What follows belongs to an exercise in optimizing a design on an open flow for small area, a short achievable clock period and few clock cycles per item; a production flow would make more cautious choices.
Function was checked by simulation only, so behaviour that the tests miss may differ from the original.
Power figures rest on the tool's default switching activity, not on a simulated workload.

<file path="flow/design.v">
module tab0_0(input [3:0] a, output [13:0] c);
  localparam [15:0] Tc0 = 16'h0116;
  assign c[0] = Tc0[a];
  localparam [15:0] Tc1 = 16'h0116;
  assign c[1] = Tc1[a];
  localparam [15:0] Tc2 = 16'h6880;
  assign c[2] = Tc2[a];
  localparam [15:0] Tc3 = 16'h7ee8;
  assign c[3] = Tc3[a];
  localparam [15:0] Tc4 = 16'he996;
  assign c[4] = Tc4[a];
  localparam [15:0] Tc5 = 16'h7ee8;
  assign c[5] = Tc5[a];
  localparam [15:0] Tc6 = 16'he996;
  assign c[6] = Tc6[a];
  localparam [15:0] Tc7 = 16'h177e;
  assign c[7] = Tc7[a];
  localparam [15:0] Tc8 = 16'h9668;
  assign c[8] = Tc8[a];
  localparam [15:0] Tc9 = 16'h8116;
  assign c[9] = Tc9[a];
  localparam [15:0] Tc10 = 16'h1668;
  assign c[10] = Tc10[a];
  localparam [15:0] Tc11 = 16'he880;
  assign c[11] = Tc11[a];
  localparam [15:0] Tc12 = 16'h0000;
  assign c[12] = Tc12[a];
  localparam [15:0] Tc13 = 16'h0000;
  assign c[13] = Tc13[a];
endmodule
module tab0_1(input [3:0] a, output [13:0] c);
  localparam [15:0] Tc0 = 16'h381c;
  assign c[0] = Tc0[a];
  localparam [15:0] Tc1 = 16'h65ba;
  assign c[1] = Tc1[a];
  localparam [15:0] Tc2 = 16'h20ba;
  assign c[2] = Tc2[a];
  localparam [15:0] Tc3 = 16'h1c86;
  assign c[3] = Tc3[a];
  localparam [15:0] Tc4 = 16'h5924;
  assign c[4] = Tc4[a];
  localparam [15:0] Tc5 = 16'h5d04;
  assign c[5] = Tc5[a];
  localparam [15:0] Tc6 = 16'h08ae;
  assign c[6] = Tc6[a];
  localparam [15:0] Tc7 = 16'h6138;
  assign c[7] = Tc7[a];
  localparam [15:0] Tc8 = 16'h7130;
  assign c[8] = Tc8[a];
  localparam [15:0] Tc9 = 16'h4d0c;
  assign c[9] = Tc9[a];
  localparam [15:0] Tc10 = 16'h18a6;
  assign c[10] = Tc10[a];
  localparam [15:0] Tc11 = 16'h08ae;
  assign c[11] = Tc11[a];
  localparam [15:0] Tc12 = 16'h08ae;
  assign c[12] = Tc12[a];
  localparam [15:0] Tc13 = 16'h08ae;
  assign c[13] = Tc13[a];
endmodule
module tab0_2(input [3:0] a, output [13:0] c);
  localparam [15:0] Tc0 = 16'h6996;
  assign c[0] = Tc0[a];
  localparam [15:0] Tc1 = 16'h2902;
  assign c[1] = Tc1[a];
  localparam [15:0] Tc2 = 16'h4094;
  assign c[2] = Tc2[a];
  localparam [15:0] Tc3 = 16'h42d4;
  assign c[3] = Tc3[a];
  localparam [15:0] Tc4 = 16'h2942;
  assign c[4] = Tc4[a];
  localparam [15:0] Tc5 = 16'h4294;
  assign c[5] = Tc5[a];
  localparam [15:0] Tc6 = 16'h2942;
  assign c[6] = Tc6[a];
  localparam [15:0] Tc7 = 16'h2b02;
  assign c[7] = Tc7[a];
  localparam [15:0] Tc8 = 16'h4294;
  assign c[8] = Tc8[a];
  localparam [15:0] Tc9 = 16'h2942;
  assign c[9] = Tc9[a];
  localparam [15:0] Tc10 = 16'h4294;
  assign c[10] = Tc10[a];
  localparam [15:0] Tc11 = 16'h40d4;
  assign c[11] = Tc11[a];
  localparam [15:0] Tc12 = 16'h40d4;
  assign c[12] = Tc12[a];
  localparam [15:0] Tc13 = 16'h40d4;
  assign c[13] = Tc13[a];
endmodule
module tab0_3(input [3:0] a, output [13:0] c);
  localparam [15:0] Tc0 = 16'h45a2;
  assign c[0] = Tc0[a];
  localparam [15:0] Tc1 = 16'h793c;
  assign c[1] = Tc1[a];
  localparam [15:0] Tc2 = 16'h7130;
  assign c[2] = Tc2[a];
  localparam [15:0] Tc3 = 16'h249a;
  assign c[3] = Tc3[a];
  localparam [15:0] Tc4 = 16'h1c86;
  assign c[4] = Tc4[a];
  localparam [15:0] Tc5 = 16'h0c8e;
  assign c[5] = Tc5[a];
  localparam [15:0] Tc6 = 16'h30b2;
  assign c[6] = Tc6[a];
  localparam [15:0] Tc7 = 16'h5924;
  assign c[7] = Tc7[a];
  localparam [15:0] Tc8 = 16'h5d04;
  assign c[8] = Tc8[a];
  localparam [15:0] Tc9 = 16'h08ae;
  assign c[9] = Tc9[a];
  localparam [15:0] Tc10 = 16'h3492;
  assign c[10] = Tc10[a];
  localparam [15:0] Tc11 = 16'h30b2;
  assign c[11] = Tc11[a];
  localparam [15:0] Tc12 = 16'h30b2;
  assign c[12] = Tc12[a];
  localparam [15:0] Tc13 = 16'h30b2;
  assign c[13] = Tc13[a];
endmodule
module tab2_0(input [3:0] a, output [13:0] c);
  localparam [15:0] Tc0 = 16'h3432;
  assign c[0] = Tc0[a];
  localparam [15:0] Tc1 = 16'h3032;
  assign c[1] = Tc1[a];
  localparam [15:0] Tc2 = 16'h3fc2;
  assign c[2] = Tc2[a];
  localparam [15:0] Tc3 = 16'h5964;
  assign c[3] = Tc3[a];
  localparam [15:0] Tc4 = 16'h52b4;
  assign c[4] = Tc4[a];
  localparam [15:0] Tc5 = 16'h5f04;
  assign c[5] = Tc5[a];
  localparam [15:0] Tc6 = 16'hc992;
  assign c[6] = Tc6[a];
  localparam [15:0] Tc7 = 16'h0b42;
  assign c[7] = Tc7[a];
  localparam [15:0] Tc8 = 16'h5158;
  assign c[8] = Tc8[a];
  localparam [15:0] Tc9 = 16'h9d9c;
  assign c[9] = Tc9[a];
  localparam [15:0] Tc10 = 16'h1ee0;
  assign c[10] = Tc10[a];
  localparam [15:0] Tc11 = 16'he000;
  assign c[11] = Tc11[a];
  localparam [15:0] Tc12 = 16'h0000;
  assign c[12] = Tc12[a];
  localparam [15:0] Tc13 = 16'h0000;
  assign c[13] = Tc13[a];
endmodule
module tab2_1(input [3:0] a, output [13:0] c);
  localparam [15:0] Tc0 = 16'h0ff0;
  assign c[0] = Tc0[a];
  localparam [15:0] Tc1 = 16'h0f00;
  assign c[1] = Tc1[a];
  localparam [15:0] Tc2 = 16'h3ccc;
  assign c[2] = Tc2[a];
  localparam [15:0] Tc3 = 16'h9a5a;
  assign c[3] = Tc3[a];
  localparam [15:0] Tc4 = 16'h239c;
  assign c[4] = Tc4[a];
  localparam [15:0] Tc5 = 16'hcc10;
  assign c[5] = Tc5[a];
  localparam [15:0] Tc6 = 16'ha54a;
  assign c[6] = Tc6[a];
  localparam [15:0] Tc7 = 16'h500a;
  assign c[7] = Tc7[a];
  localparam [15:0] Tc8 = 16'h0ffa;
  assign c[8] = Tc8[a];
  localparam [15:0] Tc9 = 16'h5550;
  assign c[9] = Tc9[a];
  localparam [15:0] Tc10 = 16'hcc36;
  assign c[10] = Tc10[a];
  localparam [15:0] Tc11 = 16'hccfe;
  assign c[11] = Tc11[a];
  localparam [15:0] Tc12 = 16'hccfe;
  assign c[12] = Tc12[a];
  localparam [15:0] Tc13 = 16'hccfe;
  assign c[13] = Tc13[a];
endmodule
module tab2_2(input [3:0] a, output [13:0] c);
  localparam [15:0] Tc0 = 16'h6666;
  assign c[0] = Tc0[a];
  localparam [15:0] Tc1 = 16'heeee;
  assign c[1] = Tc1[a];
  localparam [15:0] Tc2 = 16'hb4b4;
  assign c[2] = Tc2[a];
  localparam [15:0] Tc3 = 16'h37c8;
  assign c[3] = Tc3[a];
  localparam [15:0] Tc4 = 16'h6d5a;
  assign c[4] = Tc4[a];
  localparam [15:0] Tc5 = 16'h85a0;
  assign c[5] = Tc5[a];
  localparam [15:0] Tc6 = 16'h9c66;
  assign c[6] = Tc6[a];
  localparam [15:0] Tc7 = 16'h2644;
  assign c[7] = Tc7[a];
  localparam [15:0] Tc8 = 16'h6222;
  assign c[8] = Tc8[a];
  localparam [15:0] Tc9 = 16'hdd22;
  assign c[9] = Tc9[a];
  localparam [15:0] Tc10 = 16'h5a78;
  assign c[10] = Tc10[a];
  localparam [15:0] Tc11 = 16'h5070;
  assign c[11] = Tc11[a];
  localparam [15:0] Tc12 = 16'h5070;
  assign c[12] = Tc12[a];
  localparam [15:0] Tc13 = 16'h5070;
  assign c[13] = Tc13[a];
endmodule
module tab2_3(input [3:0] a, output [13:0] c);
  localparam [15:0] Tc0 = 16'h33cc;
  assign c[0] = Tc0[a];
  localparam [15:0] Tc1 = 16'hffcc;
  assign c[1] = Tc1[a];
  localparam [15:0] Tc2 = 16'h99aa;
  assign c[2] = Tc2[a];
  localparam [15:0] Tc3 = 16'h1ef0;
  assign c[3] = Tc3[a];
  localparam [15:0] Tc4 = 16'h8666;
  assign c[4] = Tc4[a];
  localparam [15:0] Tc5 = 16'he888;
  assign c[5] = Tc5[a];
  localparam [15:0] Tc6 = 16'hc33c;
  assign c[6] = Tc6[a];
  localparam [15:0] Tc7 = 16'hf330;
  assign c[7] = Tc7[a];
  localparam [15:0] Tc8 = 16'hc0fc;
  assign c[8] = Tc8[a];
  localparam [15:0] Tc9 = 16'h300c;
  assign c[9] = Tc9[a];
  localparam [15:0] Tc10 = 16'h969a;
  assign c[10] = Tc10[a];
  localparam [15:0] Tc11 = 16'hb2ba;
  assign c[11] = Tc11[a];
  localparam [15:0] Tc12 = 16'hb2ba;
  assign c[12] = Tc12[a];
  localparam [15:0] Tc13 = 16'hb2ba;
  assign c[13] = Tc13[a];
endmodule
module tab1_0(input [7:0] a, output [13:0] h, output [13:0] l);
  localparam [15:0] Th0 = 16'h6996;
  assign h[0] = Th0[a[7:4]];
  localparam [15:0] Th1 = 16'h177e;
  assign h[1] = Th1[a[7:4]];
  localparam [15:0] Th2 = 16'hf00e;
  assign h[2] = Th2[a[7:4]];
  localparam [15:0] Th3 = 16'h9968;
  assign h[3] = Th3[a[7:4]];
  localparam [15:0] Th4 = 16'h4bda;
  assign h[4] = Th4[a[7:4]];
  localparam [15:0] Th5 = 16'ha1a0;
  assign h[5] = Th5[a[7:4]];
  localparam [15:0] Th6 = 16'hf1f0;
  assign h[6] = Th6[a[7:4]];
  localparam [15:0] Th7 = 16'h3d3c;
  assign h[7] = Th7[a[7:4]];
  localparam [15:0] Th8 = 16'h5756;
  assign h[8] = Th8[a[7:4]];
  localparam [15:0] Th9 = 16'hfffe;
  assign h[9] = Th9[a[7:4]];
  localparam [15:0] Th10 = 16'h9668;
  assign h[10] = Th10[a[7:4]];
  localparam [15:0] Th11 = 16'he880;
  assign h[11] = Th11[a[7:4]];
  localparam [15:0] Th12 = 16'h0000;
  assign h[12] = Th12[a[7:4]];
  localparam [15:0] Th13 = 16'h0000;
  assign h[13] = Th13[a[7:4]];
  localparam [15:0] Tl0 = 16'h33cc;
  assign l[0] = Tl0[a[3:0]];
  localparam [15:0] Tl1 = 16'h3cf0;
  assign l[1] = Tl1[a[3:0]];
  localparam [15:0] Tl2 = 16'h6aaa;
  assign l[2] = Tl2[a[3:0]];
  localparam [15:0] Tl3 = 16'hb3cc;
  assign l[3] = Tl3[a[3:0]];
  localparam [15:0] Tl4 = 16'hcc00;
  assign l[4] = Tl4[a[3:0]];
  localparam [15:0] Tl5 = 16'h9696;
  assign l[5] = Tl5[a[3:0]];
  localparam [15:0] Tl6 = 16'hb2b2;
  assign l[6] = Tl6[a[3:0]];
  localparam [15:0] Tl7 = 16'he718;
  assign l[7] = Tl7[a[3:0]];
  localparam [15:0] Tl8 = 16'hc4dc;
  assign l[8] = Tl8[a[3:0]];
  localparam [15:0] Tl9 = 16'h07e0;
  assign l[9] = Tl9[a[3:0]];
  localparam [15:0] Tl10 = 16'hf800;
  assign l[10] = Tl10[a[3:0]];
  localparam [15:0] Tl11 = 16'h0000;
  assign l[11] = Tl11[a[3:0]];
  localparam [15:0] Tl12 = 16'h0000;
  assign l[12] = Tl12[a[3:0]];
  localparam [15:0] Tl13 = 16'h0000;
  assign l[13] = Tl13[a[3:0]];
endmodule
module tab1_1(input [7:0] a, output [13:0] h, output [13:0] l);
  localparam [15:0] Th0 = 16'h9966;
  assign h[0] = Th0[a[7:4]];
  localparam [15:0] Th1 = 16'h1188;
  assign h[1] = Th1[a[7:4]];
  localparam [15:0] Th2 = 16'h4b5a;
  assign h[2] = Th2[a[7:4]];
  localparam [15:0] Th3 = 16'h38c6;
  assign h[3] = Th3[a[7:4]];
  localparam [15:0] Th4 = 16'h6ea8;
  assign h[4] = Th4[a[7:4]];
  localparam [15:0] Th5 = 16'h1696;
  assign h[5] = Th5[a[7:4]];
  localparam [15:0] Th6 = 16'h54d4;
  assign h[6] = Th6[a[7:4]];
  localparam [15:0] Th7 = 16'h5b24;
  assign h[7] = Th7[a[7:4]];
  localparam [15:0] Th8 = 16'h93c8;
  assign h[8] = Th8[a[7:4]];
  localparam [15:0] Th9 = 16'h1300;
  assign h[9] = Th9[a[7:4]];
  localparam [15:0] Th10 = 16'h8a66;
  assign h[10] = Th10[a[7:4]];
  localparam [15:0] Th11 = 16'h8aee;
  assign h[11] = Th11[a[7:4]];
  localparam [15:0] Th12 = 16'h8aee;
  assign h[12] = Th12[a[7:4]];
  localparam [15:0] Th13 = 16'h8aee;
  assign h[13] = Th13[a[7:4]];
  localparam [15:0] Tl0 = 16'hc33c;
  assign l[0] = Tl0[a[3:0]];
  localparam [15:0] Tl1 = 16'h65a6;
  assign l[1] = Tl1[a[3:0]];
  localparam [15:0] Tl2 = 16'h89c8;
  assign l[2] = Tl2[a[3:0]];
  localparam [15:0] Tl3 = 16'hc23c;
  assign l[3] = Tl3[a[3:0]];
  localparam [15:0] Tl4 = 16'hcf0c;
  assign l[4] = Tl4[a[3:0]];
  localparam [15:0] Tl5 = 16'h9aa6;
  assign l[5] = Tl5[a[3:0]];
  localparam [15:0] Tl6 = 16'h75ae;
  assign l[6] = Tl6[a[3:0]];
  localparam [15:0] Tl7 = 16'h0f5e;
  assign l[7] = Tl7[a[3:0]];
  localparam [15:0] Tl8 = 16'hf00e;
  assign l[8] = Tl8[a[3:0]];
  localparam [15:0] Tl9 = 16'ha554;
  assign l[9] = Tl9[a[3:0]];
  localparam [15:0] Tl10 = 16'hc968;
  assign l[10] = Tl10[a[3:0]];
  localparam [15:0] Tl11 = 16'h0180;
  assign l[11] = Tl11[a[3:0]];
  localparam [15:0] Tl12 = 16'h0100;
  assign l[12] = Tl12[a[3:0]];
  localparam [15:0] Tl13 = 16'h0100;
  assign l[13] = Tl13[a[3:0]];
endmodule
module tab1_2(input [7:0] a, output [13:0] h, output [13:0] l);
  localparam [15:0] Th0 = 16'h6996;
  assign h[0] = Th0[a[7:4]];
  localparam [15:0] Th1 = 16'h188e;
  assign h[1] = Th1[a[7:4]];
  localparam [15:0] Th2 = 16'ha224;
  assign h[2] = Th2[a[7:4]];
  localparam [15:0] Th3 = 16'h6992;
  assign h[3] = Th3[a[7:4]];
  localparam [15:0] Th4 = 16'he87e;
  assign h[4] = Th4[a[7:4]];
  localparam [15:0] Th5 = 16'h2432;
  assign h[5] = Th5[a[7:4]];
  localparam [15:0] Th6 = 16'hecfe;
  assign h[6] = Th6[a[7:4]];
  localparam [15:0] Th7 = 16'he30e;
  assign h[7] = Th7[a[7:4]];
  localparam [15:0] Th8 = 16'hdcc2;
  assign h[8] = Th8[a[7:4]];
  localparam [15:0] Th9 = 16'h33ce;
  assign h[9] = Th9[a[7:4]];
  localparam [15:0] Th10 = 16'h5a94;
  assign h[10] = Th10[a[7:4]];
  localparam [15:0] Th11 = 16'h50d4;
  assign h[11] = Th11[a[7:4]];
  localparam [15:0] Th12 = 16'h50d4;
  assign h[12] = Th12[a[7:4]];
  localparam [15:0] Th13 = 16'h50d4;
  assign h[13] = Th13[a[7:4]];
  localparam [15:0] Tl0 = 16'h5a5a;
  assign l[0] = Tl0[a[3:0]];
  localparam [15:0] Tl1 = 16'hc6c6;
  assign l[1] = Tl1[a[3:0]];
  localparam [15:0] Tl2 = 16'h0df2;
  assign l[2] = Tl2[a[3:0]];
  localparam [15:0] Tl3 = 16'h5558;
  assign l[3] = Tl3[a[3:0]];
  localparam [15:0] Tl4 = 16'h0f0a;
  assign l[4] = Tl4[a[3:0]];
  localparam [15:0] Tl5 = 16'h669c;
  assign l[5] = Tl5[a[3:0]];
  localparam [15:0] Tl6 = 16'hb42c;
  assign l[6] = Tl6[a[3:0]];
  localparam [15:0] Tl7 = 16'hfb0c;
  assign l[7] = Tl7[a[3:0]];
  localparam [15:0] Tl8 = 16'h55a6;
  assign l[8] = Tl8[a[3:0]];
  localparam [15:0] Tl9 = 16'h3362;
  assign l[9] = Tl9[a[3:0]];
  localparam [15:0] Tl10 = 16'h6978;
  assign l[10] = Tl10[a[3:0]];
  localparam [15:0] Tl11 = 16'h7170;
  assign l[11] = Tl11[a[3:0]];
  localparam [15:0] Tl12 = 16'h7170;
  assign l[12] = Tl12[a[3:0]];
  localparam [15:0] Tl13 = 16'h7170;
  assign l[13] = Tl13[a[3:0]];
endmodule
module tab1_3(input [7:0] a, output [13:0] h, output [13:0] l);
  localparam [15:0] Th0 = 16'h6996;
  assign h[0] = Th0[a[7:4]];
  localparam [15:0] Th1 = 16'hb224;
  assign h[1] = Th1[a[7:4]];
  localparam [15:0] Th2 = 16'hccc8;
  assign h[2] = Th2[a[7:4]];
  localparam [15:0] Th3 = 16'h6996;
  assign h[3] = Th3[a[7:4]];
  localparam [15:0] Th4 = 16'h188e;
  assign h[4] = Th4[a[7:4]];
  localparam [15:0] Th5 = 16'h077e;
  assign h[5] = Th5[a[7:4]];
  localparam [15:0] Th6 = 16'h00fe;
  assign h[6] = Th6[a[7:4]];
  localparam [15:0] Th7 = 16'haa54;
  assign h[7] = Th7[a[7:4]];
  localparam [15:0] Th8 = 16'h0fa4;
  assign h[8] = Th8[a[7:4]];
  localparam [15:0] Th9 = 16'hf004;
  assign h[9] = Th9[a[7:4]];
  localparam [15:0] Th10 = 16'h9692;
  assign h[10] = Th10[a[7:4]];
  localparam [15:0] Th11 = 16'hb2b2;
  assign h[11] = Th11[a[7:4]];
  localparam [15:0] Th12 = 16'hb2b2;
  assign h[12] = Th12[a[7:4]];
  localparam [15:0] Th13 = 16'hb2b2;
  assign h[13] = Th13[a[7:4]];
  localparam [15:0] Tl0 = 16'h6666;
  assign l[0] = Tl0[a[3:0]];
  localparam [15:0] Tl1 = 16'h11ee;
  assign l[1] = Tl1[a[3:0]];
  localparam [15:0] Tl2 = 16'h5ab4;
  assign l[2] = Tl2[a[3:0]];
  localparam [15:0] Tl3 = 16'h6cc8;
  assign l[3] = Tl3[a[3:0]];
  localparam [15:0] Tl4 = 16'he666;
  assign l[4] = Tl4[a[3:0]];
  localparam [15:0] Tl5 = 16'h4bb4;
  assign l[5] = Tl5[a[3:0]];
  localparam [15:0] Tl6 = 16'h155e;
  assign l[6] = Tl6[a[3:0]];
  localparam [15:0] Tl7 = 16'hc3c2;
  assign l[7] = Tl7[a[3:0]];
  localparam [15:0] Tl8 = 16'hcfce;
  assign l[8] = Tl8[a[3:0]];
  localparam [15:0] Tl9 = 16'hfc02;
  assign l[9] = Tl9[a[3:0]];
  localparam [15:0] Tl10 = 16'h6664;
  assign l[10] = Tl10[a[3:0]];
  localparam [15:0] Tl11 = 16'h4444;
  assign l[11] = Tl11[a[3:0]];
  localparam [15:0] Tl12 = 16'h4444;
  assign l[12] = Tl12[a[3:0]];
  localparam [15:0] Tl13 = 16'h4444;
  assign l[13] = Tl13[a[3:0]];
endmodule
module kfix1(input [3:0] sel, output [12:0] v);
  assign v = ({13{sel[0]}} & 13'd2971) | ({13{sel[1]}} & 13'd7105) | ({13{sel[2]}} & 13'd7529) | ({13{sel[3]}} & 13'd7657);
endmodule
module tab3_0(input [7:0] a, output [13:0] h, output [13:0] l);
  localparam [15:0] Th0 = 16'h0ff0;
  assign h[0] = Th0[a[7:4]];
  localparam [15:0] Th1 = 16'ha5aa;
  assign h[1] = Th1[a[7:4]];
  localparam [15:0] Th2 = 16'h9c66;
  assign h[2] = Th2[a[7:4]];
  localparam [15:0] Th3 = 16'hb0d2;
  assign h[3] = Th3[a[7:4]];
  localparam [15:0] Th4 = 16'hbf02;
  assign h[4] = Th4[a[7:4]];
  localparam [15:0] Th5 = 16'h2664;
  assign h[5] = Th5[a[7:4]];
  localparam [15:0] Th6 = 16'hfb44;
  assign h[6] = Th6[a[7:4]];
  localparam [15:0] Th7 = 16'hc378;
  assign h[7] = Th7[a[7:4]];
  localparam [15:0] Th8 = 16'h0380;
  assign h[8] = Th8[a[7:4]];
  localparam [15:0] Th9 = 16'h595a;
  assign h[9] = Th9[a[7:4]];
  localparam [15:0] Th10 = 16'hf40a;
  assign h[10] = Th10[a[7:4]];
  localparam [15:0] Th11 = 16'h000a;
  assign h[11] = Th11[a[7:4]];
  localparam [15:0] Th12 = 16'h000a;
  assign h[12] = Th12[a[7:4]];
  localparam [15:0] Th13 = 16'h000a;
  assign h[13] = Th13[a[7:4]];
  localparam [15:0] Tl0 = 16'h6996;
  assign l[0] = Tl0[a[3:0]];
  localparam [15:0] Tl1 = 16'hd442;
  assign l[1] = Tl1[a[3:0]];
  localparam [15:0] Tl2 = 16'hf0f2;
  assign l[2] = Tl2[a[3:0]];
  localparam [15:0] Tl3 = 16'h9964;
  assign l[3] = Tl3[a[3:0]];
  localparam [15:0] Tl4 = 16'hbb22;
  assign l[4] = Tl4[a[3:0]];
  localparam [15:0] Tl5 = 16'hdd44;
  assign l[5] = Tl5[a[3:0]];
  localparam [15:0] Tl6 = 16'h77ee;
  assign l[6] = Tl6[a[3:0]];
  localparam [15:0] Tl7 = 16'h00ee;
  assign l[7] = Tl7[a[3:0]];
  localparam [15:0] Tl8 = 16'h6688;
  assign l[8] = Tl8[a[3:0]];
  localparam [15:0] Tl9 = 16'h22aa;
  assign l[9] = Tl9[a[3:0]];
  localparam [15:0] Tl10 = 16'he196;
  assign l[10] = Tl10[a[3:0]];
  localparam [15:0] Tl11 = 16'h1f7e;
  assign l[11] = Tl11[a[3:0]];
  localparam [15:0] Tl12 = 16'hfffe;
  assign l[12] = Tl12[a[3:0]];
  localparam [15:0] Tl13 = 16'hfffe;
  assign l[13] = Tl13[a[3:0]];
endmodule
module tab3_1(input [7:0] a, output [13:0] h, output [13:0] l);
  localparam [15:0] Th0 = 16'h33cc;
  assign h[0] = Th0[a[7:4]];
  localparam [15:0] Th1 = 16'hc3f0;
  assign h[1] = Th1[a[7:4]];
  localparam [15:0] Th2 = 16'h9596;
  assign h[2] = Th2[a[7:4]];
  localparam [15:0] Th3 = 16'h2ad4;
  assign h[3] = Th3[a[7:4]];
  localparam [15:0] Th4 = 16'h3318;
  assign h[4] = Th4[a[7:4]];
  localparam [15:0] Th5 = 16'h5a86;
  assign h[5] = Th5[a[7:4]];
  localparam [15:0] Th6 = 16'hc642;
  assign h[6] = Th6[a[7:4]];
  localparam [15:0] Th7 = 16'ha8a8;
  assign h[7] = Th7[a[7:4]];
  localparam [15:0] Th8 = 16'hff00;
  assign h[8] = Th8[a[7:4]];
  localparam [15:0] Th9 = 16'h0ff0;
  assign h[9] = Th9[a[7:4]];
  localparam [15:0] Th10 = 16'hcc3c;
  assign h[10] = Th10[a[7:4]];
  localparam [15:0] Th11 = 16'hccfc;
  assign h[11] = Th11[a[7:4]];
  localparam [15:0] Th12 = 16'hccfc;
  assign h[12] = Th12[a[7:4]];
  localparam [15:0] Th13 = 16'hccfc;
  assign h[13] = Th13[a[7:4]];
  localparam [15:0] Tl0 = 16'h6996;
  assign l[0] = Tl0[a[3:0]];
  localparam [15:0] Tl1 = 16'h2b42;
  assign l[1] = Tl1[a[3:0]];
  localparam [15:0] Tl2 = 16'hd402;
  assign l[2] = Tl2[a[3:0]];
  localparam [15:0] Tl3 = 16'h6994;
  assign l[3] = Tl3[a[3:0]];
  localparam [15:0] Tl4 = 16'he78e;
  assign l[4] = Tl4[a[3:0]];
  localparam [15:0] Tl5 = 16'h1f7e;
  assign l[5] = Tl5[a[3:0]];
  localparam [15:0] Tl6 = 16'h0f0e;
  assign l[6] = Tl6[a[3:0]];
  localparam [15:0] Tl7 = 16'h6968;
  assign l[7] = Tl7[a[3:0]];
  localparam [15:0] Tl8 = 16'hdbda;
  assign l[8] = Tl8[a[3:0]];
  localparam [15:0] Tl9 = 16'ha1a0;
  assign l[9] = Tl9[a[3:0]];
  localparam [15:0] Tl10 = 16'h9866;
  assign l[10] = Tl10[a[3:0]];
  localparam [15:0] Tl11 = 16'h88ee;
  assign l[11] = Tl11[a[3:0]];
  localparam [15:0] Tl12 = 16'h88ee;
  assign l[12] = Tl12[a[3:0]];
  localparam [15:0] Tl13 = 16'h88ee;
  assign l[13] = Tl13[a[3:0]];
endmodule
module tab3_2(input [7:0] a, output [13:0] h, output [13:0] l);
  localparam [15:0] Th0 = 16'h9696;
  assign h[0] = Th0[a[7:4]];
  localparam [15:0] Th1 = 16'h17e8;
  assign h[1] = Th1[a[7:4]];
  localparam [15:0] Th2 = 16'h18f0;
  assign h[2] = Th2[a[7:4]];
  localparam [15:0] Th3 = 16'h8666;
  assign h[3] = Th3[a[7:4]];
  localparam [15:0] Th4 = 16'he888;
  assign h[4] = Th4[a[7:4]];
  localparam [15:0] Th5 = 16'h55aa;
  assign h[5] = Th5[a[7:4]];
  localparam [15:0] Th6 = 16'h5500;
  assign h[6] = Th6[a[7:4]];
  localparam [15:0] Th7 = 16'h99cc;
  assign h[7] = Th7[a[7:4]];
  localparam [15:0] Th8 = 16'hbbaa;
  assign h[8] = Th8[a[7:4]];
  localparam [15:0] Th9 = 16'h22cc;
  assign h[9] = Th9[a[7:4]];
  localparam [15:0] Th10 = 16'h3cf0;
  assign h[10] = Th10[a[7:4]];
  localparam [15:0] Th11 = 16'h30f0;
  assign h[11] = Th11[a[7:4]];
  localparam [15:0] Th12 = 16'h30f0;
  assign h[12] = Th12[a[7:4]];
  localparam [15:0] Th13 = 16'h30f0;
  assign h[13] = Th13[a[7:4]];
  localparam [15:0] Tl0 = 16'ha55a;
  assign l[0] = Tl0[a[3:0]];
  localparam [15:0] Tl1 = 16'h0a50;
  assign l[1] = Tl1[a[3:0]];
  localparam [15:0] Tl2 = 16'h339c;
  assign l[2] = Tl2[a[3:0]];
  localparam [15:0] Tl3 = 16'h694a;
  assign l[3] = Tl3[a[3:0]];
  localparam [15:0] Tl4 = 16'h24fa;
  assign l[4] = Tl4[a[3:0]];
  localparam [15:0] Tl5 = 16'he3c6;
  assign l[5] = Tl5[a[3:0]];
  localparam [15:0] Tl6 = 16'h10ce;
  assign l[6] = Tl6[a[3:0]];
  localparam [15:0] Tl7 = 16'h66a8;
  assign l[7] = Tl7[a[3:0]];
  localparam [15:0] Tl8 = 16'h78f0;
  assign l[8] = Tl8[a[3:0]];
  localparam [15:0] Tl9 = 16'h70f0;
  assign l[9] = Tl9[a[3:0]];
  localparam [15:0] Tl10 = 16'hd5aa;
  assign l[10] = Tl10[a[3:0]];
  localparam [15:0] Tl11 = 16'hffaa;
  assign l[11] = Tl11[a[3:0]];
  localparam [15:0] Tl12 = 16'hffaa;
  assign l[12] = Tl12[a[3:0]];
  localparam [15:0] Tl13 = 16'hffaa;
  assign l[13] = Tl13[a[3:0]];
endmodule
module tab3_3(input [7:0] a, output [13:0] h, output [13:0] l);
  localparam [15:0] Th0 = 16'h5a5a;
  assign h[0] = Th0[a[7:4]];
  localparam [15:0] Th1 = 16'h3636;
  assign h[1] = Th1[a[7:4]];
  localparam [15:0] Th2 = 16'hcd32;
  assign h[2] = Th2[a[7:4]];
  localparam [15:0] Th3 = 16'h5a68;
  assign h[3] = Th3[a[7:4]];
  localparam [15:0] Th4 = 16'hfada;
  assign h[4] = Th4[a[7:4]];
  localparam [15:0] Th5 = 16'h39c6;
  assign h[5] = Th5[a[7:4]];
  localparam [15:0] Th6 = 16'h073e;
  assign h[6] = Th6[a[7:4]];
  localparam [15:0] Th7 = 16'haa54;
  assign h[7] = Th7[a[7:4]];
  localparam [15:0] Th8 = 16'h5a0e;
  assign h[8] = Th8[a[7:4]];
  localparam [15:0] Th9 = 16'h9c98;
  assign h[9] = Th9[a[7:4]];
  localparam [15:0] Th10 = 16'hbaba;
  assign h[10] = Th10[a[7:4]];
  localparam [15:0] Th11 = 16'hbaba;
  assign h[11] = Th11[a[7:4]];
  localparam [15:0] Th12 = 16'hbaba;
  assign h[12] = Th12[a[7:4]];
  localparam [15:0] Th13 = 16'hbaba;
  assign h[13] = Th13[a[7:4]];
  localparam [15:0] Tl0 = 16'h6996;
  assign l[0] = Tl0[a[3:0]];
  localparam [15:0] Tl1 = 16'h4d24;
  assign l[1] = Tl1[a[3:0]];
  localparam [15:0] Tl2 = 16'h2b62;
  assign l[2] = Tl2[a[3:0]];
  localparam [15:0] Tl3 = 16'h8e78;
  assign l[3] = Tl3[a[3:0]];
  localparam [15:0] Tl4 = 16'h33bc;
  assign l[4] = Tl4[a[3:0]];
  localparam [15:0] Tl5 = 16'hcc30;
  assign l[5] = Tl5[a[3:0]];
  localparam [15:0] Tl6 = 16'hccfc;
  assign l[6] = Tl6[a[3:0]];
  localparam [15:0] Tl7 = 16'h3c0c;
  assign l[7] = Tl7[a[3:0]];
  localparam [15:0] Tl8 = 16'hf30c;
  assign l[8] = Tl8[a[3:0]];
  localparam [15:0] Tl9 = 16'hff0c;
  assign l[9] = Tl9[a[3:0]];
  localparam [15:0] Tl10 = 16'h969a;
  assign l[10] = Tl10[a[3:0]];
  localparam [15:0] Tl11 = 16'hb2ba;
  assign l[11] = Tl11[a[3:0]];
  localparam [15:0] Tl12 = 16'hb2ba;
  assign l[12] = Tl12[a[3:0]];
  localparam [15:0] Tl13 = 16'hb2ba;
  assign l[13] = Tl13[a[3:0]];
endmodule
module kfix3(input [3:0] sel, output [12:0] v);
  assign v = ({13{sel[0]}} & 13'd1763) | ({13{sel[1]}} & 13'd805) | ({13{sel[2]}} & 13'd581) | ({13{sel[3]}} & 13'd515);
endmodule
`timescale 1ns / 1ps
module add_up(
    input [14:0] in,
    output [17:0] out1,output [17:0] out2,
    output [17:0] out4,output [17:0] out3,
    input clk,
    input rst,
    input in_valid,
    output in_ready,
    output out_valid
    );
assign in_ready = 1'b1;
reg  [3:0]  cnt;         
reg         dir;         
reg         pact;        
reg  [3:0]  pj;          
wire        take  = in_valid & ~rst;
wire        shift = take | (pact & (cnt == 4'd0));    
wire        pv    = shift & pact;                     
always @(posedge clk) begin
    if (rst) begin
        cnt <= 4'd0; pj <= 4'd0; dir <= 1'b0; pact <= 1'b0;
    end else begin
        if (pv) begin
            pj <= pj + 4'd1;
            if (pj == 4'd15) pact <= 1'b0;
        end
        if (take) begin
            cnt <= cnt + 4'd1;
            if (cnt == 4'd15) begin
                dir <= ~dir; pact <= 1'b1; pj <= 4'd0;
            end
        end
    end
end
wire [15:0] p;           
dct_array ua(.clk(clk), .shift(shift), .dir(dir), .smp(in), .p(p));
wire [3:0] x0b, x2b;     
wire [7:0] db;           
dct_serial us(.clk(clk), .pv(pv), .first(pj == 4'd0), .p(p), .x0b(x0b), .x2b(x2b), .db(db));
wire [3:0] a0 = {x0b[0], x0b[1], x0b[2], x0b[3]};      
wire [3:0] a2 = {x2b[0], x2b[1], x2b[2], x2b[3]};
wire [7:0] a1 = {db[0], db[1], db[2], db[3], db[4], db[5], db[6], db[7]};
reg  [7:0] XO [0:3];     
reg  [7:0] XE [0:3];     
reg  [4:0] V;            
reg  [3:0] J [0:4];      
integer i;
always @(posedge clk) begin
    XO[0] <= (pj == 4'd15) ? ~a1 : a1; XE[0] <= {a0, a2}; J[0] <= pj;
    for (i = 1; i < 4; i = i + 1) begin XO[i] <= XO[i - 1]; XE[i] <= XE[i - 1]; end
    for (i = 1; i < 5; i = i + 1) J[i] <= J[i - 1];
    if (rst) V <= 5'd0;
    else     V <= {V[3:0], pv};
end
wire [12:0] res [0:15];  
reg  [3:0]  fin;         
genvar k;
generate
    for (k = 0; k < 4; k = k + 1) begin : grp
        wire [13:0] c0w, c2w, h1, l1, h3, l3;
        reg  [13:0] c0, c1, c2, c3;
        reg         first, ns, last;
        wire [14:0] mask;
        if (k == 0) begin : t0
            tab0_0 u0(XE[0][7:4], c0w); tab1_0 u1(XO[0], h1, l1);
            tab2_0 u2(XE[0][3:0], c2w); tab3_0 u3(XO[0], h3, l3);
        end else if (k == 1) begin : t1
            tab0_1 u0(XE[1][7:4], c0w); tab1_1 u1(XO[1], h1, l1);
            tab2_1 u2(XE[1][3:0], c2w); tab3_1 u3(XO[1], h3, l3);
        end else if (k == 2) begin : t2
            tab0_2 u0(XE[2][7:4], c0w); tab1_2 u1(XO[2], h1, l1);
            tab2_2 u2(XE[2][3:0], c2w); tab3_2 u3(XO[2], h3, l3);
        end else begin : t3
            tab0_3 u0(XE[3][7:4], c0w); tab1_3 u1(XO[3], h1, l1);
            tab2_3 u2(XE[3][3:0], c2w); tab3_3 u3(XO[3], h3, l3);
        end
        genvar b;
        for (b = 0; b < 13; b = b + 1) begin : mk
            assign mask[b] = (J[k + 1] >= 15 - b);
        end
        assign mask[13] = 1'b1;
        assign mask[14] = (J[k + 1] != 4'd0);
        always @(posedge clk) begin
            c0    <= c0w;
            c1    <= h1 + l1;
            c2    <= c2w;
            c3    <= h3 + l3;
            first <= (J[k] == 4'd0);
            ns    <= (J[k] == 4'd1) | (J[k] == 4'd2);
            last  <= (J[k] == 4'd15);
            if (rst) fin[k] <= 1'b0;
            else     fin[k] <= V[k + 1] & last;
        end
        dct_acc r0(.clk(clk), .v(V[k + 1]), .first(first), .ns(ns), .neg(last), .mask(mask), .c(c0),  .res(res[4 * k + 0]));
        dct_acc r1(.clk(clk), .v(V[k + 1]), .first(first), .ns(ns), .neg(1'b0), .mask(mask), .c(c1),  .res(res[4 * k + 1]));
        dct_acc r2(.clk(clk), .v(V[k + 1]), .first(first), .ns(ns), .neg(last), .mask(mask), .c(c2),  .res(res[4 * k + 2]));
        dct_acc r3(.clk(clk), .v(V[k + 1]), .first(first), .ns(ns), .neg(1'b0), .mask(mask), .c(c3),  .res(res[4 * k + 3]));
    end
endgenerate
wire [12:0] kf1, kf3;
kfix1 uk1(fin, kf1);
kfix3 uk3(fin, kf3);
wire [12:0] r0 = ({13{fin[0]}} & res[0])  | ({13{fin[1]}} & res[4])  | ({13{fin[2]}} & res[8])  | ({13{fin[3]}} & res[12]);
wire [12:0] r1 = ({13{fin[0]}} & res[1])  | ({13{fin[1]}} & res[5])  | ({13{fin[2]}} & res[9])  | ({13{fin[3]}} & res[13]);
wire [12:0] r2 = ({13{fin[0]}} & res[2])  | ({13{fin[1]}} & res[6])  | ({13{fin[2]}} & res[10]) | ({13{fin[3]}} & res[14]);
wire [12:0] r3 = ({13{fin[0]}} & res[3])  | ({13{fin[1]}} & res[7])  | ({13{fin[2]}} & res[11]) | ({13{fin[3]}} & res[15]);
reg [12:0] o1, o2, o3, o4;
reg        ov;
always @(posedge clk) begin
    if (rst) ov <= 1'b0;
    else     ov <= |fin;
    o1 <= r0;
    o2 <= r1 + kf1;
    o3 <= r2;
    o4 <= r3 + kf3;
end
assign out_valid = ov;
assign out1 = {o1, 5'd0};
assign out2 = {o2, 5'd0};
assign out3 = {o3, 5'd0};
assign out4 = {o4, 5'd0};
endmodule
module dct_array(
    input clk, input shift, input dir, input [14:0] smp,
    output [15:0] p
    );
reg  [15:0] M [0:15];
wire [15:0] inb;
genvar r, c;
generate
    for (c = 0; c < 16; c = c + 1) begin : ib
        if (c == 0) begin : z
            assign inb[c] = 1'b0;
        end else begin : b
            assign inb[c] = smp[15 - c];
        end
    end
    for (r = 0; r < 16; r = r + 1) begin : row
        for (c = 0; c < 16; c = c + 1) begin : col
            localparam P = (r + c) % 2;
            wire dn = (r == 0) ? inb[c] ^ P : ~M[(r == 0) ? 0 : r - 1][c];
            wire rt = (c == 0) ? inb[r] ^ P : ~M[r][(c == 0) ? 0 : c - 1];
            always @(posedge clk)
                if (shift) M[r][c] <= dir ? rt : dn;
        end
    end
    for (c = 0; c < 16; c = c + 1) begin : pl
        localparam P = c % 2;            
        assign p[c] = (dir ? M[15 - c][15] : M[15][15 - c]) ^ P;
    end
endgenerate
endmodule
module dct_serial(
    input clk, input pv, input first, input [15:0] p,
    output [3:0] x0b, output [3:0] x2b, output [7:0] db
    );
reg  [7:0] cs, cd;
reg  [3:0] c0, c2;
wire [7:0] sb;
wire [7:0] cs_in = first ? 8'h00 : cs;
wire [7:0] cd_in = first ? 8'hff : cd;
wire [3:0] c0_in = first ? 4'h0 : c0;
wire [3:0] c2_in = first ? 4'hf : c2;
wire [7:0] ncs, ncd;
wire [3:0] nc0, nc2;
genvar m;
generate
    for (m = 0; m < 8; m = m + 1) begin : sa
        wire a = p[m], b = p[15 - m];
        assign sb[m]  = a ^ b ^ cs_in[m];
        assign ncs[m] = (a & b) | (a & cs_in[m]) | (b & cs_in[m]);
        assign db[m]  = a ^ ~b ^ cd_in[m];
        assign ncd[m] = (a & ~b) | (a & cd_in[m]) | (~b & cd_in[m]);
    end
    for (m = 0; m < 4; m = m + 1) begin : sb2
        wire a = sb[m], b = sb[7 - m];
        assign x0b[m] = a ^ b ^ c0_in[m];
        assign nc0[m] = (a & b) | (a & c0_in[m]) | (b & c0_in[m]);
        assign x2b[m] = a ^ ~b ^ c2_in[m];
        assign nc2[m] = (a & ~b) | (a & c2_in[m]) | (~b & c2_in[m]);
    end
endgenerate
always @(posedge clk)
    if (pv) begin
        cs <= ncs; cd <= ncd; c0 <= nc0; c2 <= nc2;
    end
endmodule
module dct_base(input [14:0] R, input ns, output [14:0] base);
assign base = {ns & R[14], ns ? R[13] : R[14], ~ns & R[13], R[12:1]};
endmodule
module dct_acc(
    input clk, input v, input first, input ns, input neg, input [14:0] mask,
    input [13:0] c, output [12:0] res
    );
reg  [14:0] R;
wire [14:0] base, sum;
dct_base bs(R, ns, base);
wire [14:0] op = {1'b0, ~c[13], c[12:0] ^ {13{neg}}};
dct_add15 ad(.a(base), .b(op), .s(sum));
always @(posedge clk)
    if (v) R <= {sum[14] & mask[14], first ? ~c[13] : sum[13], sum[12:0] & mask[12:0]};
assign res = R[12:0];
endmodule
module dct_add15(input [14:0] a, input [14:0] b, output [14:0] s);
assign s = a + b;
endmodule
</file>
<file path="flow/flow/run.sh">
#!/bin/bash
# Standard layout, repair of the worst paths aiming at a 3 ns period, plain buffers on the ports.
set -o pipefail
bash standard.sh SETUP_SLACK_MARGIN=6 TNS_END_PERCENT=5 "BUFFER_PORTS_ARGS=-buffer_cell sky130_fd_sc_hd__buf_2" finish > standard.log 2>&1
</file>
<file path="flow/standard.sh">
#!/bin/bash
# synth_recipe.tcl (not shown) runs the flow's synth.tcl, then flattens the netlist and writes it again
# the make line also repeats each setting of config.mk as NAME=value (left out here)
make -C /OpenROAD-flow-scripts/flow DESIGN_CONFIG=/design/flow/config.mk WORK_HOME=/design/flow/orfs CLKGATE_MAP_FILE= SYNTH_SCRIPT=/design/flow/synth_recipe.tcl "${@:-finish}"
</file>
<file path="flow/config.mk">
export PLATFORM = sky130hd
export DESIGN_NAME = add_up
export DESIGN_NICKNAME = add_up
export VERILOG_FILES = /design/flow/design.v
export SDC_FILE = /design/flow/constraint.sdc
export NUM_CORES = 8
export LEC_CHECK = 0
export ABC_CLOCK_PERIOD_IN_PS = 3500
export CAP_MARGIN = 20
export CORE_MARGIN = 2
export CORE_UTILIZATION = 40
export CTS_CLUSTER_DIAMETER = 100
export CTS_CLUSTER_SIZE = 30
export SETUP_SLACK_MARGIN = 5
export SLEW_MARGIN = 20
</file>
<file path="flow/constraint.sdc">
create_clock -name core_clock -period 9.0 [get_ports {clk}]
set_input_delay 1.8000 -clock core_clock [delete_from_list [all_inputs] [get_ports {clk}]]
set_output_delay 1.8000 -clock core_clock [all_outputs]
set_load 0.01 [all_outputs]
</file>
==> results.sh, run 1 <==
export IMPL_path_delay_family="flip-flops"
export IMPL_cp_start_kind="flip-flop"
export IMPL_synth_edf_count=519
export IMPL_cts_buffers=39
export IMPL_slew_headroom_pct=23.33
export IMPL_ys_warn_count=11
export IMPL_drt_iter0_drc=2743
export IMPL_layout_min_cycle_time_ns=3.057
export IMPL_yosysSeqAreaShare_pct=44.26
export IMPL_cp_end_kind="primary output"
export IMPL_fin_crit_sh_pct=33.97
export IMPL_path_max_fanout=1
export IMPL_use_met1_pct=25.61
export IMPL_p_leak_nw=21.96
export IMPL_antenna_found_initial=2
export IMPL_avgSynthCellArea_um2=10.42
export IMPL_cts_tree="built"
export IMPL_crit_type="flip-flop to primary output"
export IMPL_root_buffer="clkbuf_16"
export IMPL_drt_wl_total_um=127400
export IMPL_num_rows=131
export IMPL_synth_top_family_by_area="compound AO/OA/AOI/OAI gates"
export IMPL_setup_violations=0
export IMPL_synth_compound_area_share_pct=14.83
export IMPL_core_area_um2=127700
export IMPL_gp_congestion=0.9062
export IMPL_io_pins=92
export IMPL_max_freq_mhz=327.1
export IMPL_worst_slew_pin_slew_ns=1.138
export IMPL_setup_ws_ns=5.943
export IMPL_first_global_vias=34360
export IMPL_preCtsSetupSlack_ns=4.825
export IMPL_final_layout_size_suffix_gt1_share_pct=9.861
export IMPL_hold_path_class="flip-flop to flip-flop"
export IMPL_synthAdderAreaFrac_pct=13.52
export IMPL_wl_per_cell_um=19.03
export IMPL_clk_latency_ns=0.67
export IMPL_synthMuxAreaShare_pct=7.209
export IMPL_firstDrtPassIters=7
export IMPL_synthTopCellsByArea="edfxtp_1, dfxtp_1, ha_1"
export IMPL_top_usage_layer="met2"
export IMPL_grt_pass1_wl_um=194500
export IMPL_gr_usage_met3_pct=1.425
export IMPL_cp_required_ns=7.20
export IMPL_status="no timing/DRC/antenna violations"
export IMPL_regArea_um2=22950
export IMPL_synth_flop_cell="edfxtp_1"
export IMPL_final_util_pct=44.29
export IMPL_final_max_slew_viol_count=0
export IMPL_power_density_nw_per_um2=206.3
export IMPL_hpwl_um=93430
export IMPL_synth_area_um2=51540
export IMPL_drc_errors=0
export IMPL_grt_usage_pct=18.73
export IMPL_setup_tns_ns=0
export IMPL_syn2layout_area_growth_pct=9.702
export IMPL_cts_max_level=2
export IMPL_synth_simple_area_share_pct=10.79
export IMPL_synth_seq_cells=880
export IMPL_clk_pin_slew_ns=0.11
export IMPL_rsz0062_at_grt="true"
export IMPL_antenna_left=0
export IMPL_synth_top_cell_by_area="edfxtp_1"
export IMPL_crit_buf_inv=1
export IMPL_hold_slack_ns=0.3934
export IMPL_fin_skew_ns=0.04804
export IMPL_fp_dieH_um=363.0
export IMPL_fillers=11960
export IMPL_multi_input_area_um2=27800
export IMPL_vias=36560
export IMPL_grt_overflow_total=0
export IMPL_cp_slowest_cell="dfxtp_1"
export IMPL_grt_max_degree=106
export IMPL_die_w_um=363.0
export IMPL_synthArstFlopShare_pct=0
export IMPL_crit_arrival_ns=1.26
export IMPL_synth_top_area_share_pct=30.24
export IMPL_syn_inst=4945
export IMPL_path_cells="buf_2"
export IMPL_finalHoldViolCount=0
export IMPL_yosysUniqueCellTypes=78
export IMPL_place_port_buffers=70
export IMPL_cp_slowest_stage_delay_ns=0.44
export IMPL_num_antenna_cells=0
export IMPL_cts_num_sinks=880
export IMPL_start_util_pct=40.37
export IMPL_vdd_ir_drop_max_mv=0.1263
export IMPL_synth_xor_area_share_pct=6.100
export IMPL_clk_path_buf_depth=3
export IMPL_layout_nets=5545
export IMPL_grt_use_met2_pct=31.55
export IMPL_die_area_um2=131700
export IMPL_viasPerCell=5.463
export IMPL_holdBufCountCts=0
export IMPL_maxCapViolCount=0
==> power breakdown <==
group	switching (mW)	internal [mW]
Combinational	2.42	1.96
Sequential	0.380	4.66
Clock	1.36	0.885
Total	4.16	7.51
==> registers in the layout, summed over array words and instances (netlist names), 5 cells and up <==
register  flops
o1           13
V             5
grp.c3       53
grp.r3.R     60
grp.r0.R     60
grp.c1       53
grp.r2.R     60
o2           13
us.cs         8
grp.r1.R     60
o4           13
grp.c2       48
XO           32
o3           13
XE           32
us.cd         8
J            20
grp.c0       39
ua.M        255
==> metal layers <==
layer  routed length (um)  vias to the layer above
met3                 5655                      154
met2                60510                      868
met1                57170                    17560
met5                    0                        -
met4                 4029                        0
li1                     -                    17970
==> through the flow <==
stage	total power, mW	instances	cell area (um2)
floorplan	8.361	4964	51670
global placement	9.253	6536	53540
detailed placement	9.307	6537	53540
CTS	11.65	6654	55690
global route	12.44	6692	56550
finish	11.67	6692	56550
==> placed cells by master (no fill, tap or decap), types with 23 or more instances in the layout <==
cell type / instances
edfxtp_1: 519
ha_1: 458
nor2_1: 405
dfxtp_1: 318
mux2i_1: 314
nand2_1: 306
a21oi_1: 295
o21ai_0: 238
inv_1: 219
xor2_1: 194
xnor2_1: 156
a21o_1: 116
nor3_1: 109
a22oi_1: 106
buf_4: 86
a211oi_1: 73
buf_2: 72
nor2b_1: 69
o21a_1: 62
nand3_1: 56
nand2b_1: 51
and2_1: 44
fa_1: 43
mux2_2: 42
clkbuf_16: 42
and3_1: 35
o21bai_1: 34
dfxtp_4: 33
a31oi_1: 26
o21ai_1: 24
or2_2: 23
==> final timing paths <==
| check | slack [ns] | cells after the start | startpoint | to |
|---|---|---|---|---|
| max reg2reg | 5.97 | 13 | XO[0][4] | grp[0].c1[12] |
| min reg2reg | 0.39 | 0 | J[0][3] | J[1][3] |
| min | 0.39 | 0 | J[0][3] | J[1][3] |
| max | 5.94 | 1 | o2[8] | out2[13] |
==> cell usage after synthesis (23+ instances only) <==
cell      count
edfxtp_1    519
fa_1         50
a21oi_1     312
nand2_1     308
mux2_2       42
o21a_1       62
a211oi_1     79
a21o_1      116
a22oi_1     106
nor2b_1      78
xor2_1      201
or2_2        23
ha_1        477
and2_1       45
inv_1       239
xnor2_1     158
o21bai_1     35
o31ai_1      23
nand2b_1     51
clkbuf_1    123
nor2_1      410
nand3_1      56
a31oi_1      27
buf_1        42
o21ai_0     261
nor3_1      111
mux2i_1     315
dfxtp_1     361
and3_1       35
==> cell families (layout without fill, tap and decap cells) <==
kind of cell    count (synthesis)  count (layout)
compound gates               1189            1189
xor+xnor                      359             359
fa+ha+maj                     527             527
buf+inv                       429             495
flops                         880             880
mux                           361             361
other cells                     2              21
simple gates                 1198            1198
==> timing repair <==
action | CTS | global route
gates resized for setup | 148 | 133
buffers inserted | 43 | 36
cloned | 3 | 2
pin swaps | 9 | 29
setup endpoints to repair | 530 | 508
==> area by class of cell <==
cell class              instances  share of cell area (%)
clock buffers                  58                   1.890
clock inverters                13                  0.3496
inverters                     243                   1.693
multi-input cells            3655                   49.17
flip-flops and latches        880                   40.58
well taps                    1662                   3.678
repair buffers                181                   2.638
Testbench counts, summed over its fixed seeds: cycles 5,304, blocks 320.
==> run 2, diff against run 1 <==
--- a/flow/config.mk
+++ b/flow/config.mk
@@ -11,5 +11,5 @@
 export CORE_UTILIZATION = 40
 export CTS_CLUSTER_DIAMETER = 100
-export CTS_CLUSTER_SIZE = 30
+export CTS_CLUSTER_SIZE = 20
 export SETUP_SLACK_MARGIN = 5
 export SLEW_MARGIN = 20
==> run 2 against run 1 <==
  * Still clean
  * Clock skew rose by 0.0049 ns
  * Critical path depth did not move
  * Final area rose by 0.64%
  * Non-clock buffer count rose by 14
  * Die area did not move
  * Wire length rose by 0.35%
  * Critical path type unchanged
  * Largest cell class unchanged
  * Largest power group unchanged
==> results.sh, run 2 <==
export IMPL_slew_headroom_pct=24.10
export IMPL_synthArstFlopShare_pct=0
export IMPL_yosysUniqueCellTypes=78
export IMPL_finalHoldViolCount=0
export IMPL_clk_pin_slew_ns=0.09
export IMPL_placed_cells=6537
export IMPL_die_area_um2=131700
export IMPL_cts_num_sinks=880
export IMPL_crit_arrival_ns=1.29
export IMPL_largest_reg_flops=255
export IMPL_path_delay_family="flip-flops"
export IMPL_power_density_nw_per_um2=210.3
export IMPL_antenna_found_initial=2
export IMPL_gp_congestion=0.9062
export IMPL_num_antenna_cells=0
export IMPL_fin_crit_sh_pct=34.30
export IMPL_setup_tns_ns=0
export IMPL_final_max_slew_viol_count=0
export IMPL_vias=36570
export IMPL_viasPerCell=5.433
export IMPL_wl_per_cell_um=18.99
export IMPL_path_max_fanout=1
export IMPL_hold_slack_ns=0.3928
export IMPL_largest_register="ua.M"
export IMPL_worst_slew_pin_slew_ns=1.127
export IMPL_syn_inst=4945
export IMPL_final_cell_mix="edfxtp_1, ha_1, nor2_1, dfxtp_1, mux2i_1"
export IMPL_cts_max_level=2
export IMPL_cp_slowest_stage_delay_ns=0.44
export IMPL_grt_overflow_total=0
export IMPL_drc_errors=0
export IMPL_p_leak_nw=22.12
export IMPL_die_w_um=363.0
export IMPL_p_total_mw=11.97
export IMPL_synthTopCellsByArea="edfxtp_1, dfxtp_1, ha_1"
export IMPL_synth_top_area_share_pct=30.24
export IMPL_yosysSeqAreaShare_pct=44.26
export IMPL_cts_buffers=51
export IMPL_firstDrtPassIters=6
export IMPL_fin_skew_ns=0.05292
export IMPL_power_share_switching_pct=35.08
export IMPL_crit_buf_inv=1
export IMPL_holdBufCountCts=0
export IMPL_drt_iter0_drc=2848
export IMPL_drt_wl_total_um=127800
export IMPL_synth_seq_cells=880
export IMPL_grt_max_degree=106
export IMPL_clk_latency_ns=0.70
export IMPL_path_cells="buf_2"
export IMPL_setup_violations=0
export IMPL_core_area_um2=127700
export IMPL_max_freq_mhz=323.9
export IMPL_io_pins=92
export IMPL_fillers=11930
export IMPL_final_common_cell="edfxtp_1"
export IMPL_avgSynthCellArea_um2=10.42
export IMPL_fp_dieH_um=363.0
export IMPL_instances_no_fill=6730
export IMPL_p_seq_share_pct=42.1
export IMPL_synth_flop_cell="edfxtp_1"
export IMPL_rsz0062_at_grt="true"
export IMPL_ys_warn_count=11
export IMPL_cts_tree="built"
export IMPL_syn2layout_area_growth_pct=10.40
export IMPL_place_port_buffers=70
export IMPL_grt_pass1_wl_um=195100
export IMPL_cp_required_ns=7.20
export IMPL_cp_end_kind="primary output"
export IMPL_root_buffer="clkbuf_16"
export IMPL_layout_nets=5571
export IMPL_num_rows=131
export IMPL_p_int_mw=7.767
export IMPL_clk_path_buf_depth=3
export IMPL_placed_area_um2=53540
export IMPL_vdd_ir_drop_max_mv=0.1594
export IMPL_clkPwrFrac_pct=21.1
export IMPL_hold_path_class="flip-flop to flip-flop"
export IMPL_comb_power_share_pct=36.8
export IMPL_synth_commonest_cells="edfxtp_1, ha_1, nor2_1, dfxtp_1, mux2i_1"
export IMPL_synth_area_um2=51540
export IMPL_crit_type="flip-flop to primary output"
export IMPL_synth_top_cell_by_area="edfxtp_1"
export IMPL_layout_min_cycle_time_ns=3.087
export IMPL_status="no timing/DRC/antenna violations"
export IMPL_antenna_left=0
export IMPL_design_area_um2=56900
export IMPL_grt_usage_pct=18.75
export IMPL_maxCapViolCount=0
export IMPL_cp_slowest_cell="dfxtp_1"
export IMPL_final_layout_size_suffix_gt1_share_pct=10.22
export IMPL_start_util_pct=40.37
export IMPL_netSwitchingPower_mw=4.198
export IMPL_hpwl_um=93430
export IMPL_cp_start_kind="flip-flop"
export IMPL_first_global_vias=34540
export IMPL_yosysMostFrequentCell="edfxtp_1"
export IMPL_synth_edf_count=519
## run 2: cell counts after synthesis
No cell type changed its count.
## run 2: worst paths after layout
check,startpoint,to,slack [ns],depth (start not counted)
setup / recovery,o2[8],out2[13],5.91,1
hold reg to reg,J[0][2],J[1][2],0.39,0
hold / removal,J[0][2],J[1][2],0.39,0
setup reg to reg,XO[0][1],grp[0].c1[12],5.99,12
## run 2: logic make-up (layout without fill, tap and decap cells)
group	after synthesis	in the layout	share of synthesized area, %
AND/OR/NAND/NOR	1198	1198	10.79
AO/OA/AOI/OAI	1189	1189	14.83
flip-flops	880	880	44.26
adder cells (fa/ha/maj)	527	527	13.52
buffers and inverters	429	533	3.277
multiplexers	361	361	7.209
XOR/XNOR	359	359	6.100
other	2	21	0.01457
## run 2: final cells by class
cell class / count / area, um2 / area share, %
Inverter: 243 / 970.9 / 1.706
Clock buffer: 87 / 1421 / 2.498
Sequential cell: 880 / 22950 / 40.33
Tap cell: 1662 / 2079 / 3.654
Multi-Input combinational cell: 3655 / 27800 / 48.85
Timing Repair Buffer: 195 / 1533 / 2.693
Clock inverter: 8 / 153.9 / 0.2704
## run 2: what timing repair did
item / 4_1_cts / 5_1_grt
pin swaps: 12 / 32
setup buffers: 46 / 49
cloned: 2 / 1
gates resized for setup: 156 / 123
endpoints found under the setup margin: 527 / 510
## run 2: power groups by stage
stage / combinational (mW) / sequential [mW] / clock, mW
finish: 4.40 / 5.04 / 2.52
global route: 4.94 / 5.09 / 2.73
CTS: 4.26 / 5.07 / 2.61
detailed placement: 4.14 / 5.17 / 0
global placement: 4.09 / 5.17 / 0
floorplan: 3.44 / 4.92 / 0
## run 2: routing by layer
| metal | vias to the layer above | share of wire [%] | global-route usage, % |
|---|---|---|---|
| met1 | 17630 | 45 | 25.59 |
| met4 | 0 | 3.1 | 5.508 |
| li1 | 18020 | - | - |
| met2 | 761 | 48 | 31.71 |
| met5 | - | 0 | 0 |
| met3 | 160 | 4.3 | 1.592 |
## run 2: metrics by stage
stage	setup slack, ns	util [%]
CTS	5.779	43.89
detailed placement	4.825	41.93
floorplan	1.397	-
global route	5.860	44.57
global placement	4.860	41.93
finish	5.913	44.57
==> run 3, diff against run 2 <==
--- a/flow/config.mk
+++ b/flow/config.mk
@@ -10,5 +10,5 @@
 export CORE_MARGIN = 2
 export CORE_UTILIZATION = 40
-export CTS_CLUSTER_DIAMETER = 100
+export CTS_CLUSTER_DIAMETER = 150
 export CTS_CLUSTER_SIZE = 20
 export SETUP_SLACK_MARGIN = 5
==> run 3 against run 2 <==
  * Clock skew fell by 0.0015 ns
  * Clock power fell by 2%
  * Highest routed layer unchanged
  * Sequential power barely moved
  * Die area did not move
  * First-iteration DRC count barely moved
  * Fmax fell by 0.31%
  * Via count barely moved
  * Setup slack got worse by 0.0095 ns
  * Global-route usage barely moved
  * Still clean
==> results.sh, run 3 <==
export IMPL_start_util_pct=40.37
export IMPL_rsz0062_at_grt="true"
export IMPL_synth_flop_cell="edfxtp_1"
export IMPL_synthArstFlopShare_pct=0
export IMPL_hp_start="J[0][2]"
export IMPL_grt_use_met2_pct=31.58
export IMPL_hpwl_um=93430
export IMPL_num_antenna_cells=0
export IMPL_preCtsSetupSlack_ns=4.825
export IMPL_cp_slowest_cell="dfxtp_1"
export IMPL_syn2layout_area_growth_pct=10.18
export IMPL_layout_min_cycle_time_ns=3.097
export IMPL_power_density_nw_per_um2=209.5
export IMPL_cp_slowest_stage_delay_ns=0.44
export IMPL_clk_path_buf_depth=3
export IMPL_path_max_fanout=1
export IMPL_avgSynthCellArea_um2=10.42
export IMPL_antenna_found_initial=2
export IMPL_cts_tree="built"
export IMPL_synth_edf_count=519
export IMPL_synthTopCellsByArea="edfxtp_1, dfxtp_1, ha_1"
export IMPL_syn_inst=4945
export IMPL_maxCapViolCount=0
export IMPL_drt_wl_total_um=127900
export IMPL_yosysUniqueCellTypes=78
export IMPL_die_w_um=363.0
export IMPL_synth_top_area_share_pct=30.24
export IMPL_die_area_um2=131700
export IMPL_firstDrtPassIters=6
export IMPL_crit_type="flip-flop to primary output"
export IMPL_max_freq_mhz=322.9
export IMPL_synth_area_um2=51540
export IMPL_largest_register="ua.M"
export IMPL_vdd_ir_drop_max_mv=0.1685
export IMPL_holdBufCountCts=0
export IMPL_final_cell_mix="edfxtp_1, ha_1, nor2_1, dfxtp_1, mux2i_1"
export IMPL_finalHoldViolCount=0
export IMPL_ys_warn_count=11
export IMPL_cts_buffers=50
export IMPL_core_area_um2=127700
export IMPL_top_usage_layer="met2"
export IMPL_yosysSeqAreaShare_pct=44.26
export IMPL_place_port_buffers=70
export IMPL_grt_usage_pct=18.74
export IMPL_clk_latency_ns=0.70
export IMPL_hold_path_class="flip-flop to flip-flop"
export IMPL_fp_dieH_um=363.0
export IMPL_crit_arrival_ns=1.30
export IMPL_gp_congestion=0.9062
export IMPL_vias=36550
export IMPL_grt_pass1_wl_um=194900
export IMPL_final_common_cell="edfxtp_1"
export IMPL_io_pins=92
export IMPL_grt_max_degree=106
export IMPL_setup_violations=0
export IMPL_regArea_um2=22950
export IMPL_slew_headroom_pct=25.90
export IMPL_cp_required_ns=7.20
export IMPL_yosysMostFrequentCell="edfxtp_1"
export IMPL_worst_slew_pin_slew_ns=1.100
export IMPL_multi_input_area_um2=27770
export IMPL_synth_commonest_cells="edfxtp_1, ha_1, nor2_1, dfxtp_1, mux2i_1"
export IMPL_setup_tns_ns=0
export IMPL_p_leak_nw=22.07
export IMPL_path_cells="buf_2"
export IMPL_cts_max_level=2
export IMPL_num_rows=131
export IMPL_placed_cells=6537
export IMPL_final_layout_size_suffix_gt1_share_pct=9.978
export IMPL_viasPerCell=5.436
export IMPL_synth_top_cell_by_area="edfxtp_1"
export IMPL_cp_end_kind="primary output"
export IMPL_antenna_left=0
export IMPL_first_global_vias=34480
export IMPL_cp_start_kind="flip-flop"
export IMPL_status="no timing/DRC/antenna violations"
export IMPL_use_met1_pct=25.61
export IMPL_design_area_um2=56790
export IMPL_largest_reg_flops=255
export IMPL_reg2reg_from="XO[3][1]"
export IMPL_cts_num_sinks=880
export IMPL_drc_errors=0
export IMPL_layout_nets=5566
export IMPL_fillers=11950
export IMPL_drt_iter0_drc=2846
export IMPL_path_delay_family="flip-flops"
export IMPL_gr_usage_met3_pct=1.543
export IMPL_synth_seq_cells=880
export IMPL_wl_per_cell_um=19.02
export IMPL_clk_pin_slew_ns=0.09
export IMPL_final_max_slew_viol_count=0
export IMPL_placed_area_um2=53540
export IMPL_setup_ws_ns=5.903
export IMPL_crit_buf_inv=1
export IMPL_fin_crit_sh_pct=34.41
export IMPL_fin_skew_ns=0.05137
export IMPL_critPathLaunch="o2[8]"
export IMPL_grt_overflow_total=0
export IMPL_instances_no_fill=6723
export IMPL_root_buffer="clkbuf_16"
run 3: cell counts after synthesis:
No cell type changed its count.
run 3: final cells by class:
cell class / instances / area share [%]
flip-flops and latches: 880 / 40.41
inverters: 243 / 1.703
repair buffers: 191 / 2.684
well taps: 1662 / 3.662
multi-input cells: 3655 / 48.91
clock inverters: 5 / 0.1895
clock buffers: 87 / 2.448
run 3: worst paths after layout:
kind / to / slack [ns] / cells after the start
hold / removal: J[1][2] / 0.39 / 0
setup / recovery: out2[13] / 5.90 / 1
setup reg to reg: grp[3].c3[12] / 5.99 / 13
hold reg to reg: J[1][2] / 0.39 / 0
run 3: cell families after synthesis:
logic type                 after synthesis  synth area share [%]
AOI/OAI and AO/OA                     1189                 14.83
xor gates and xnor gates               359                 6.100
adders and majority gates              527                 13.52
buffers and inverters                  429                 3.277
DFF                                    880                 44.26
muxes                                  361                 7.209
other                                    2               0.01457
and+or+nand+nor                       1198                 10.79
run 3: where the power goes:
part	internal [mW]	total, mW	leakage (nW)	switching, mW
clock	1.08	2.47	0.705	1.39
combinational	1.97	4.39	13.9	2.42
sequential	4.66	5.04	7.50	0.381
run 3: per-layer routing:
layer,vias to the layer above,wire (um),share of wire (%)
li1,18020,-,-
met1,17590,57270,45
met2,787,60910,48
met3,156,5758,4.5
met4,0,3949,3.1
met5,-,0,0
run 3: per-stage QoR:
step	utilization, %	total power [mW]	hold slack, ns
after floorplan	-	8.361	0.3290
after global placement	41.93	9.253	0.3739
after detailed placement	41.93	9.307	0.3780
after CTS	43.81	11.88	0.3906
after global routing	44.48	12.68	0.3963
final	44.48	11.90	0.3923
run 3: what timing repair did:
| item | CTS | global route |
|---|---|---|
| setup endpoints to repair | 526 | 514 |
| hold endpoints to repair | 0 | 0 |
| gates cloned | 2 | 2 |
| pin swaps | 15 | 28 |
| setup buffers | 42 | 48 |
| gates resized for setup | 158 | 117 |

## static timing again, ports no longer ideal
In the flow no input, the clock included, has a driving cell. The finished layouts below were timed again as built, in two steps. Step 1: set_driving_cell puts a clkbuf_16 on clk and a buf_2 on each other input, an assumption about the parent block. Step 2 adds t to the input delays and takes it off the output delays; t is the mean of the earliest and latest rising clock arrival at the registers after step 1. Input paths then give back, and output paths get back, about the clock's delay inside the block. a / b / c = ideal ports / drivers / drivers and shift; a / b = the first two.
run | t (ns) | setup slack, ns | hold WS [ns]
run 1 | 0.716 | 5.943 / 5.869 / 5.377 | 0.393 / 0.393 / 0.393
run 2 | 0.746 | 5.913 / 5.841 / 5.377 | 0.393 / 0.393 / 0.393
run 3 | 0.750 | 5.903 / 5.831 / 5.389 | 0.392 / 0.392 / 0.392
After both steps every run listed still meets setup and hold. The setup slack of run 1, which loses most, moves by -0.074 ns with the drivers and by -0.566 ns with both steps.
